This design comes from an exercise in tuning for small area, a short achievable clock period and few clock cycles on the open sky130 flow, not from production work. Only simulation tests tie the RTL to the original design; equivalence was not proved. Power is estimated from default activity; no workload was simulated.

<file path="flow/design.v">
module PC(
	input [31:0] branchAddr,
	input clk, pcSrc, pcwrite, reset,
	output [31:0] addrOut
);
	reg [31:0] store;
	parameter ofsetAddr = 4;     
	assign addrOut = store;
	always@(posedge clk)
	begin
		if(reset)
			store <= 32'b0;
		else if(pcSrc)
			store <= branchAddr;
		else if(pcwrite)
			store <= store;
		else
			store <= store + ofsetAddr;
	end
	endmodule
module stage1(
	input [31:0] branchAddr,   
	input clk, reset, pcSrc,   
	input pcWrite, ifidWrite,   
	output [31:0] imemAddr,    
	input [31:0] imemData,     
	output reg [31:0] ifidINST, ifidPc   
);
	wire[31:0] nextAddr, data;
	PC pc(branchAddr, clk, pcSrc, pcWrite, reset, nextAddr);
	assign imemAddr = nextAddr;
	assign data = imemData;
	always@(posedge clk)
	begin
		if(reset || pcSrc) begin
			ifidPc <= 32'b0;
			ifidINST <= 32'b0;    
		end
		else if(ifidWrite) begin
			ifidPc <= ifidPc;
			ifidINST <= ifidINST;
		end
		else begin
			ifidPc <= nextAddr;
			ifidINST <= data;
		end
	end
endmodule
module REGFILE(
	input [4:0] readReg1, readReg2,
	input [4:0] writeReg,
	input clk,
	input writeEnable,
	input [31:0] writeData,
	output [31:0] data1, data2
);
	reg [31:0] store [31:0];
	assign data1 = (readReg1 == 5'd0) ? 32'b0 :
		(writeEnable && writeReg == readReg1) ? writeData : store[readReg1];
	assign data2 = (readReg2 == 5'd0) ? 32'b0 :
		(writeEnable && writeReg == readReg2) ? writeData : store[readReg2];
	always@(posedge clk)
	begin
		if(writeEnable)
			store[writeReg] <= writeData;
	end
endmodule
module BITEXPAND(
	input [31:0] inData,
	output [63:0] outData
);
	assign outData[31:0] = inData[31:0];
	assign outData[63:32] = inData[31] ? 32'hFFFFFFFF : 32'h00000000;
endmodule
module controlUnit(
    input [31:0] inst,
    output [2:0] exCtrl,
    output[2:0] memCtrl,
    output[1:0] wbCtrl
);
    reg AluSrc;
    reg [1:0] AluOp;
    assign exCtrl = {AluSrc, AluOp};
    reg dataMemRead, dataMemWrite, Branch;
    assign memCtrl = {dataMemRead, dataMemWrite, Branch};
    reg MemtoReg;  
    reg regwrite;  
    assign wbCtrl = {MemtoReg, regwrite};
    always@(*)
    begin
        AluSrc = 1'b0; AluOp = 2'b00;
        dataMemRead = 1'b0; dataMemWrite = 1'b0; Branch = 1'b0;
        MemtoReg = 1'b0; regwrite = 1'b0;
        case(inst[6:0])
            7'b0110011: begin   
                AluOp = 2'b10; regwrite = 1'b1;
            end
            7'b0010011: begin   
                AluSrc = 1'b1; regwrite = 1'b1;
            end
            7'b0000011: begin   
                AluSrc = 1'b1; dataMemRead = 1'b1; MemtoReg = 1'b1; regwrite = 1'b1;
            end
            7'b0100011: begin   
                AluSrc = 1'b1; dataMemWrite = 1'b1;
            end
            7'b1100011: begin   
                AluOp = 2'b01; Branch = 1'b1;
            end
            default: ;
        endcase
    end
endmodule
module hazardDetectionUnit(
	input [4:0] idexregrd, ifidRs1, ifidRs2,
	input idexMemRead,
	output reg ifidWrite, idexStall , pcwrite
);
	always@(*)
	begin
		if(idexMemRead && (idexregrd == ifidRs1 || idexregrd == ifidRs2))
		begin
			ifidWrite = 1;
			idexStall = 1;
			pcwrite = 1;
		end
		else
		begin
			ifidWrite = 0;
			idexStall = 0;
			pcwrite = 0;
		end
	end
endmodule
module stage2(
	input[31:0] ifidInst, ifidPc,   
	input clk,
	input reset,            
	input flush,            
	input stall,            
	input regWriteEnable,   
	input [4:0] writeReg,   
	input [31:0] writeData,   
	output reg [31:0] idexPc,
	output reg [31:0] idexData1, idexData2,
	output reg [4:0] idexRd,
	output reg [6:0] idexFunc7,
	output reg [2:0] idexFunc3,
	output reg [63:0] idexExpandInst,
	output reg [2:0] idexExCtrl,    
	output reg [2:0] idexMemCtrl,   
	output reg [1:0] idexWbCtrl    
);
	wire [31:0] d1, d2;
	wire [63:0] expandInst;
	REGFILE regFile(ifidInst[24:20], ifidInst[19:15], writeReg,  
		clk, regWriteEnable, writeData, d2, d1);
	BITEXPAND bitExpand(ifidInst, expandInst);
	wire [2:0] wire_exCtrl, wire_memCtrl;
	wire [1:0] wire_wbCtrl;
	controlUnit ctrlUnit(ifidInst, wire_exCtrl, wire_memCtrl, wire_wbCtrl);
	always@(posedge clk) begin
		idexData1 <= d1;
		idexData2 <= d2;
		idexPc <= ifidPc;
		idexRd <= ifidInst[11:7];
		idexFunc7 <= ifidInst[31:25];
		idexFunc3 <= ifidInst[14:12];
		idexExpandInst <= expandInst;
		if(reset || flush || stall) begin
			idexExCtrl <= 3'b0;
			idexMemCtrl <= 3'b0;
			idexWbCtrl <= 2'b0;
		end
		else begin
			idexExCtrl <= wire_exCtrl;
			idexMemCtrl <= wire_memCtrl;
			idexWbCtrl <= wire_wbCtrl;
		end
	end
endmodule
module ALU(
	input [31:0] a, b,
	input [3:0] control,
	output [31:0] c,
	output zero
);
	parameter AND = 4'h0,
		OR = 4'h1,
		ADD = 4'h2,
		SUB = 4'h6;
	assign c = (control == AND) ? a&b :
		(control == OR) ? a | b :
		(control == ADD) ? a + b:
		(control == SUB) ? a-b:
		32'h0;
	assign zero = (c == 0) ? 1'b1 : 1'b0;
endmodule
module ALUCONTROL(
	input[31:0] inReg1, inReg2, imm,
	input ALUSrc,
	input [6:0] func7,
	input [2:0] func3,
	input [1:0] AluOp,
	output [31:0] result,
	output zero
);
	wire [31:0] dataOut1, dataOut2;
	wire [3:0] controlOut;
	ALU Alu(dataOut1, dataOut2, controlOut, result, zero);
	assign dataOut1 = inReg1;
	assign dataOut2 = ALUSrc ? imm : inReg2;
	parameter loadStore = 2'b00,
		branch = 2'b01,
		AluInstruction = 2'b10;
	parameter AND = 4'h0,
		OR = 4'h1,
		ADD = 4'h2,
		SUB = 4'h6;
	assign controlOut = (AluOp == loadStore) ? ADD :
		(AluOp == branch) ? SUB :
		(AluOp == AluInstruction) ?
			(func7 == 7'b0000000 && func3 == 3'b000) ? ADD :
			(func7 == 7'b0100000 && func3 == 3'b000) ? SUB :
			(func7 == 7'b0000000 && func3 == 3'b111) ? AND :
			(func7 == 7'b0000000 && func3 == 3'b110) ? OR  :
			4'hf:
		4'hf;
endmodule
module FORWARDUNIT(
	input [4:0] idexRs1, idexRs2,
	input [4:0] exmemRegrd, memwbRegrd,
	input exmemWb, memwbWb,
	output reg[1:0] forwardA, forwardB
);
	always@(*)
	begin
		forwardA = 2'b00;
		forwardB = 2'b00;
		if(exmemWb && exmemRegrd != 0 && exmemRegrd == idexRs1)
			forwardA = 2'b10;
		if(exmemWb && exmemRegrd != 0 && exmemRegrd == idexRs2)
			forwardB = 2'b10;
		if(memwbWb && memwbRegrd != 0 && 
			!(exmemWb && exmemRegrd != 0 && exmemRegrd == idexRs1) &&
			memwbRegrd == idexRs1)
			forwardA = 2'b01;
		if(memwbWb && memwbRegrd != 0 &&
			!(exmemWb && exmemRegrd != 0 && exmemRegrd == idexRs2) &&
			memwbRegrd == idexRs2)
			forwardB = 2'b01;
	end
	endmodule
module stage3(
	input [31:0] idexPc,
	input [31:0] idexData1, idexData2,
	input [4:0] idexRd,
	input [6:0] idexFunc7,
	input [2:0] idexFunc3,
	input [63:0] idexExpandInst,
	input [2:0] idexExCtrl,    
	input [2:0] idexMemCtrl,   
	input [1:0] idexWbCtrl,    
	input clk,
	input reset,          
	input flush,          
	input memwbWb,        
	input [4:0] memwbRd,  
	input [31:0] wbData,  
	output reg [4:0] exmemRd,   
	output reg [31:0] exmemAlu, exmemReg2,
	output reg exmemZero,
	output reg [31:0] exmemBranchAddr,   
	output reg [2:0] exmemMemCtrl,
	output reg [1:0] exmemWbCtrl
);
	wire AluSrc;
	wire [1:0] AluOp;
	assign AluSrc = idexExCtrl[2];
	assign AluOp = idexExCtrl[1:0];
	wire [1:0] forwardA, forwardB;
	FORWARDUNIT forwardUnit(idexExpandInst[19:15], idexExpandInst[24:20],
		exmemRd, memwbRd, exmemWbCtrl[0], memwbWb, forwardA, forwardB);
	wire[31:0] AluinA, AluinB;
	assign AluinA = (forwardA == 0) ? idexData1 :
		(forwardA == 2'b10) ? exmemAlu :
		(forwardA == 2'b01) ? wbData : 0;
	assign AluinB = (forwardB == 0) ? idexData2 :
		(forwardB == 2'b10) ? exmemAlu :
		(forwardB == 2'b01) ? wbData : 0;
	wire [31:0] inst = idexExpandInst[31:0];
	wire [31:0] immI = {{20{inst[31]}}, inst[31:20]};
	wire [31:0] immS = {{20{inst[31]}}, inst[31:25], inst[11:7]};
	wire [31:0] immB = {{19{inst[31]}}, inst[31], inst[7], inst[30:25], inst[11:8], 1'b0};
	wire [31:0] imm = idexMemCtrl[1] ? immS : immI;
	wire [31:0] AluResult;
	wire zero;
	ALUCONTROL AluControl(AluinA, AluinB, imm, AluSrc, idexFunc7, idexFunc3, AluOp, AluResult, zero);
	always@(posedge clk)
	begin
		exmemRd <= idexRd;
		exmemAlu <= AluResult;
		exmemReg2 <= AluinB;
		exmemZero <= zero;
		exmemBranchAddr <= idexPc + immB;
		if(reset || flush) begin
			exmemMemCtrl <= 3'b0;
			exmemWbCtrl <= 2'b0;
		end
		else begin
			exmemMemCtrl<= idexMemCtrl;
			exmemWbCtrl<= idexWbCtrl;
		end
	end
endmodule
module stage4 (
	input [31:0] exmemMemWriteAddr, exmemMemWriteData,
	input [4:0] exmemRd,  
	input [31:0] exmemBranchAddr,  
	input clk,
	input reset,
	input [2:0] exmemMemCtrl,
	input [1:0] exmemWbCtrl,
	input exmemZero,
	output [31:0] dmemAddr, dmemWData,
	output dmemWe,
	input [31:0] dmemRData,
	output reg [31:0] memwbData, memwbAddr,
	output reg branch,
	output reg [31:0] branchAddr,
	output reg [4:0] memwbRd,   
	output reg [1:0] memwbWbCtrl   
);
	wire exmemMemWrite, exmemMemRead, exmemBranch;
	assign  exmemMemRead = exmemMemCtrl[2];
	assign exmemMemWrite = exmemMemCtrl[1];
	assign  exmemBranch = exmemMemCtrl[0];
	wire [31:0] memData;
	assign dmemAddr = exmemMemWriteAddr;
	assign dmemWData = exmemMemWriteData;
	assign dmemWe = exmemMemWrite & ~branch;
	assign memData = dmemRData;
	always@(posedge clk)
	begin
		memwbData <= memData;
		memwbAddr <= exmemMemWriteAddr;
		branchAddr <= exmemBranchAddr;
		memwbRd <= exmemRd;   
		if(reset || branch) begin
			branch <= 1'b0;
			memwbWbCtrl <= 2'b0;
		end
		else begin
			branch <= exmemBranch & exmemZero;
			memwbWbCtrl <= exmemWbCtrl;   
		end
	end
endmodule
module stage5(
    input[31:0] memwbData, memwbAddr,
	input [4:0] memwbRd,   
    input [1:0] memwbWbCtrl,
    output regwrite,  
    output[31:0] writebackData,  
    output [4:0] wbRd   
);
    assign regwrite = memwbWbCtrl[0];
    assign writebackData = memwbWbCtrl[1] ? memwbData : memwbAddr;
    assign wbRd = memwbRd;
endmodule
module riscie(
	input clk,
	input reset,
	output [31:0] imem_addr,
	input [31:0] imem_rdata,
	output [31:0] dmem_addr,
	output [31:0] dmem_wdata,
	output dmem_we,
	input [31:0] dmem_rdata
);
wire branch;
wire [31:0] ifidINST, ifidPc;
wire [31:0] branchAddr;
wire pcWrite, ifidWrite, idexStall;
stage1 s1(branchAddr, clk, reset, branch, pcWrite, ifidWrite,
    imem_addr, imem_rdata, ifidINST, ifidPc);
wire regWriteEnable;
wire [4:0] writeReg;
wire [31:0] writeData;
wire [31:0] idexPc, idexData1, idexData2;
wire [4:0] idexRd;
wire [6:0] idexFunc7;
wire [2:0] idexFunc3;
wire [63:0] idexExpandInst;
wire [2:0] idexExCtrl, idexMemCtrl;
wire [1:0] idexWbCtrl;
stage2 s2(ifidINST, ifidPc, clk, reset, branch, idexStall, regWriteEnable, writeReg, writeData,
    idexPc, idexData1, idexData2, idexRd, idexFunc7, idexFunc3,idexExpandInst,
    idexExCtrl, idexMemCtrl, idexWbCtrl);
hazardDetectionUnit hdu(idexRd, ifidINST[19:15], ifidINST[24:20], idexMemCtrl[2],
    ifidWrite, idexStall, pcWrite);
wire [4:0] exmemRd;
wire [31:0] exmemAlu, exmemReg2, exmemBranchAddr;
wire exmemZero;
wire [2:0] exmemMemCtrl;
wire [1:0] exmemWbCtrl;
stage3 s3(idexPc, idexData1, idexData2, idexRd, idexFunc7, idexFunc3, idexExpandInst,
    idexExCtrl, idexMemCtrl, idexWbCtrl, clk, reset, branch, regWriteEnable, writeReg, writeData,
    exmemRd, exmemAlu, exmemReg2, exmemZero, exmemBranchAddr, exmemMemCtrl, exmemWbCtrl);
wire [31:0] memwbData, memwbAddr;
wire [4:0] memwbRd;
wire [1:0] memwbWbCtrl;
stage4 s4(exmemAlu, exmemReg2, exmemRd, exmemBranchAddr, clk, reset, exmemMemCtrl, exmemWbCtrl, exmemZero,
    dmem_addr, dmem_wdata, dmem_we, dmem_rdata,
    memwbData, memwbAddr, branch, branchAddr, memwbRd, memwbWbCtrl);
stage5 s5(memwbData, memwbAddr, memwbRd, memwbWbCtrl, regWriteEnable, writeData, writeReg);
endmodule
</file>
<file path="flow/run.sh">
#!/bin/bash
# synth_recipe.tcl (not shown) runs the flow's synth.tcl, then flattens the netlist and writes it again
# the make line also repeats each setting of config.mk as NAME=value (left out here)
make -C /OpenROAD-flow-scripts/flow DESIGN_CONFIG=/design/flow/config.mk WORK_HOME=/design/flow/orfs CLKGATE_MAP_FILE= SYNTH_SCRIPT=/design/flow/synth_recipe.tcl finish
</file>
<file path="flow/config.mk">
export PLATFORM = sky130hd
export DESIGN_NAME = riscie
export DESIGN_NICKNAME = riscie
export VERILOG_FILES = /design/flow/design.v
export SDC_FILE = /design/flow/constraint.sdc
export NUM_CORES = 4
export LEC_CHECK = 0
export CAP_MARGIN = 20
export CORE_MARGIN = 2
export CORE_UTILIZATION = 40
export PLACE_DENSITY = 0.6
export SLEW_MARGIN = 20
</file>
<file path="flow/constraint.sdc">
create_clock -name core_clock -period 8.0 [get_ports {clk}]
set_input_delay 1.6000 -clock core_clock [delete_from_list [all_inputs] [get_ports {clk}]]
set_output_delay 1.6000 -clock core_clock [all_outputs]
set_load 0.01 [all_outputs]
</file>
==> run notes <==
## routing by layer
layer	track usage [%]	part of all wire [%]
met1	32.6	40
met2	38.0	47
met3	4.98	9.2
met4	8.76	3.6
met5	0	0.014
## placed cells by master (no fill, tap or decap), types with 57 or more instances in the layout
cell type and n:
dfxtp_1 421, clkdlybuf4s50_1 162, buf_4 96, ha_1 126, mux2i_1 329, a21oi_1 201, a211oi_1 57, inv_1 108
o22ai_1 63, nand2_1 197, o21ai_0 209, nor2_1 323, edfxtp_1 1024, clkbuf_16 166, xnor2_1 57, mux4_2 502
## final timing paths
| check | start | end | depth (start not counted) |
|---|---|---|---|
| worst max register to register | s4.memwbRd[2] | s3.exmemZero | 21 |
| worst min-delay path | s3.exmemBranchAddr[12] | s4.branchAddr[12] | 0 |
| worst min register to register | s3.exmemBranchAddr[12] | s4.branchAddr[12] | 0 |
| worst max-delay path | s4.memwbRd[2] | s3.exmemZero | 21 |
## power by group through the flow
stage          sequential (mW)  combinational (mW)  clock (mW)
3_3_place_gp              9.51                3.08           0
5_1_grt                   9.36                3.44        7.75
4_1_cts                   9.34                3.13        7.45
6_report                  9.34                3.23        7.34
2_1_floorplan             9.32                1.83           0
3_5_place_dp              9.50                3.12           0
## sequential cells by signal (all words and copies together), names as in the netlist, 7 cells and up
signal and count:
s2.regFile.store 1024, s1.ifidINST 32, s1.ifidPc 32, s1.pc.store 32, s2.idexData1 32, s2.idexData2 32, s2.idexPc 32, s3.exmemAlu 32
s3.exmemBranchAddr 32, s3.exmemReg2 32, s4.branchAddr 32, s4.memwbAddr 32, s4.memwbData 32, s2.idexExpandInst 12, s2.idexFunc7 7
## layout make-up
type / instances / area [µm²] / share of cell area (%)
multi-input combinational: 2727 / 26800 / 34.7
tap: 2204 / 2760 / 3.57
clock inverter: 84 / 868 / 1.12
clock buffer: 200 / 4350 / 5.63
inverter: 117 / 439 / 0.569
antenna: 2 / 5.00 / 0.00648
sequential: 1457 / 39500 / 51.1
timing repair buffer: 269 / 2560 / 3.31
## cells by family after synthesis
kind of cell	synth area share, %
compound gates	7.30
xor+xnor	1.41
fa+ha+maj	2.42
buf+inv	2.43
flops	58.4
mux	22.5
simple gates	5.61
## critical path, stage by stage (launching register included)
cell and delay (ps):
dfxtp_1 580, or3_1 450, o31ai_1 180, nor4_2 440, buf_4 450, nand2_1 90, o21ai_0 90, o21ai_0 120
o21ai_0 640, ha_1 370, nor2b_1 200, o211ai_1 250, a21oi_1 440, nor3_1 160, or2_2 310, a221oi_1 290
o22ai_1 130, nor4_1 650, nand4b_1 200, or4_1 450, or4b_1 500, nor4_2 150
## through the flow
step | instance area [µm²] | setup WS, ps | utilization, % | total power, mW
detailed placement | 71900 | 927 | 43.0 | 12.6
global placement | 71900 | 990 | 42.9 | 12.6
finish | 77200 | 745 | 46.1 | 19.9
global route | 77200 | 336 | 46.1 | 20.5
CTS | 77100 | 860 | 46.1 | 19.9
floorplan | 67500 | 2090 | - | 11.1
==> metrics.md <==
| Metric | Value |
|---|---|
| Iter 0 DRT Violations | 5097 |
| CTS tree | built |
| Clock power frac | 36.9% |
| Leakage | 26.1 nW |
| Post-CTS Hold Buffers | 0 |
| First-pass GRT wire length | 302 mm |
| Die height | 415 µm |
| Worst-path fanout max | 36 |
| Post-synth EDFFs | around 1000 |
| DP HPWL | 126 mm |
| Max Cap Violations | 0 |
| Row count | 150 |
| H-Tree Depth | 4 |
| CP Data Required Time | between 8000 and 9000 ps |
| Synth Register Bits | 1457 |
| Vias in the first global route | between 40000 and 50000 |
| Filler Cell Count | 14500 |
| Unrepaired setup endpoints after global routing | no |
| Int Power | 14.4 mW |
| Cell with the most instances after synthesis | edfxtp_1 |
| I/O Buffers | 162 |
| Placed cell count | 6770 |
| Top cells by area, synth | edfxtp_1 46%, mux4_2 17%, dfxtp_1 13%, mux2i_1 4.9%, ha_1 2.3% |
| Hold Fails Final Rpt | 0 |
| Post-Syn Area | 67500 µm² |
| Cells after synthesis | approximately 4600 |
| Area leader, netlist | edfxtp_1 |
| Yosys warnings | 9 |
| Final Non-Filler Cells | approximately 7100 |
| Core Area | 167000 µm² |
| Synthesized area per cell | 14.6 µm² |
| CTS clk-pin slew, worst paths | approximately 60 ps |
| Starting Density | 40.3% |
| Post-Syn Nets | 4805 |
| Setup bufs post-CTS | 0 |
| Initial antenna violation count | 7 |
| Worst-Margin Slew | 1120 ps |
| Area growth, synth to finish | 14.4% |
| Drt wl/cell | between 20 and 30 µm |
| Die Footprint | approximately 170000 µm² |
| Ys async rst share | 0% |
| Max_slew headroom | 25.1% |
| Nets | between 4000 and 5000 |
| Critical path class | flip-flop to flip-flop |
| Total track usage | 24.0% |
| Seq pwr share | 46.9% |
| Layout cells sized above 1 | 20.2% |
| Die Wd | roughly 410 µm |
| GP Congestion | 0.904 |
| Final setup vio count | 0 |
| Vias | 42900 |
| Total Wirelength | 210 mm |
| Final slew viol count | 0 |
| Peak VDD IR | roughly 0.00016 V |
| TritonCTS Sinks | 1457 |
| Crit end category | flip-flop |
| Post-route minimum period | 7260 ps |
| Combinational group share of total power | 16.2% |
| Pin count of the biggest net entering global routing | 113 |
| CTS-repair resized insts | 0 |
| Max frequency | about 140 MHz |
| Worst path arrival time | 7920 ps |
| Total grt overflow | 0 |
| Pwr/cell area | 258 nW/µm² |
| Post-synthesis sequential area ratio | 58.4% |
| Worst Skew | just under 30 ps |
| Hold slack | 322 ps |
| Remaining DRCs | 0 |
| DRT antenna net count | 0 |
| Status | finished clean |
| Post-synth top flop | edfxtp_1 |
| Post-synth top cells | 1024 x edfxtp_1, 502 x mux4_2, 433 x dfxtp_1 |
| Root Buffer | clkbuf_16 |
| Cts bufs inserted | 157 |
| Final TNS setup | 0 ps |
| Via/cell ratio | 6.07 |
| Final worst-path cycle share | about nine tenths |
| Top cell type's share of synthesized area | roughly 46% |
| Switch Pwr | between 5 and 6 mW |
| CTS max path bufs | 3 |
| HP Class | flip-flop to flip-flop |
| Yosys cell types | between 70 and 80 |
| I/O Pins | 163 |
| R2r setup slk | around 740 ps |
| Setup crit start kind | flip-flop |
| Switching share of power | 27.8% |
| 1st-pass router iterations | 5 |
| Worst skew pair latency | about 800 ps |
Testbench counts, summed over its fixed seeds: cycles 80,938.

-- what the ideal ports hide --
In the flow no input, the clock included, has a driving cell. The finished layout below was timed again as built, in two steps.
Step 1, drivers: a clkbuf_16 drives clk and a buf_2 each remaining input, both assumed.
Step 2 moves the port delays by t, midway between the first and last clock arrival at a register: inputs arrive t later, outputs are due t later. That takes back most of the time a late clock gives input paths.
a / b / c = no drivers / after step 1 / after step 2; a / b = the first two.
shift t [ns]: 0.860
setup slack, ns: 0.745 / 0.745 / 0.745
hold slack, ns: 0.322 / 0.322 / 0.322
worst register clock-pin slew, ns: 0.07 / 0.07
worst data-port slew with drivers (ns): 0.11
After both steps this run still meets setup and hold. For this run, drivers alone change the setup slack by 0.000 ns; drivers and shift together by 0.000 ns.
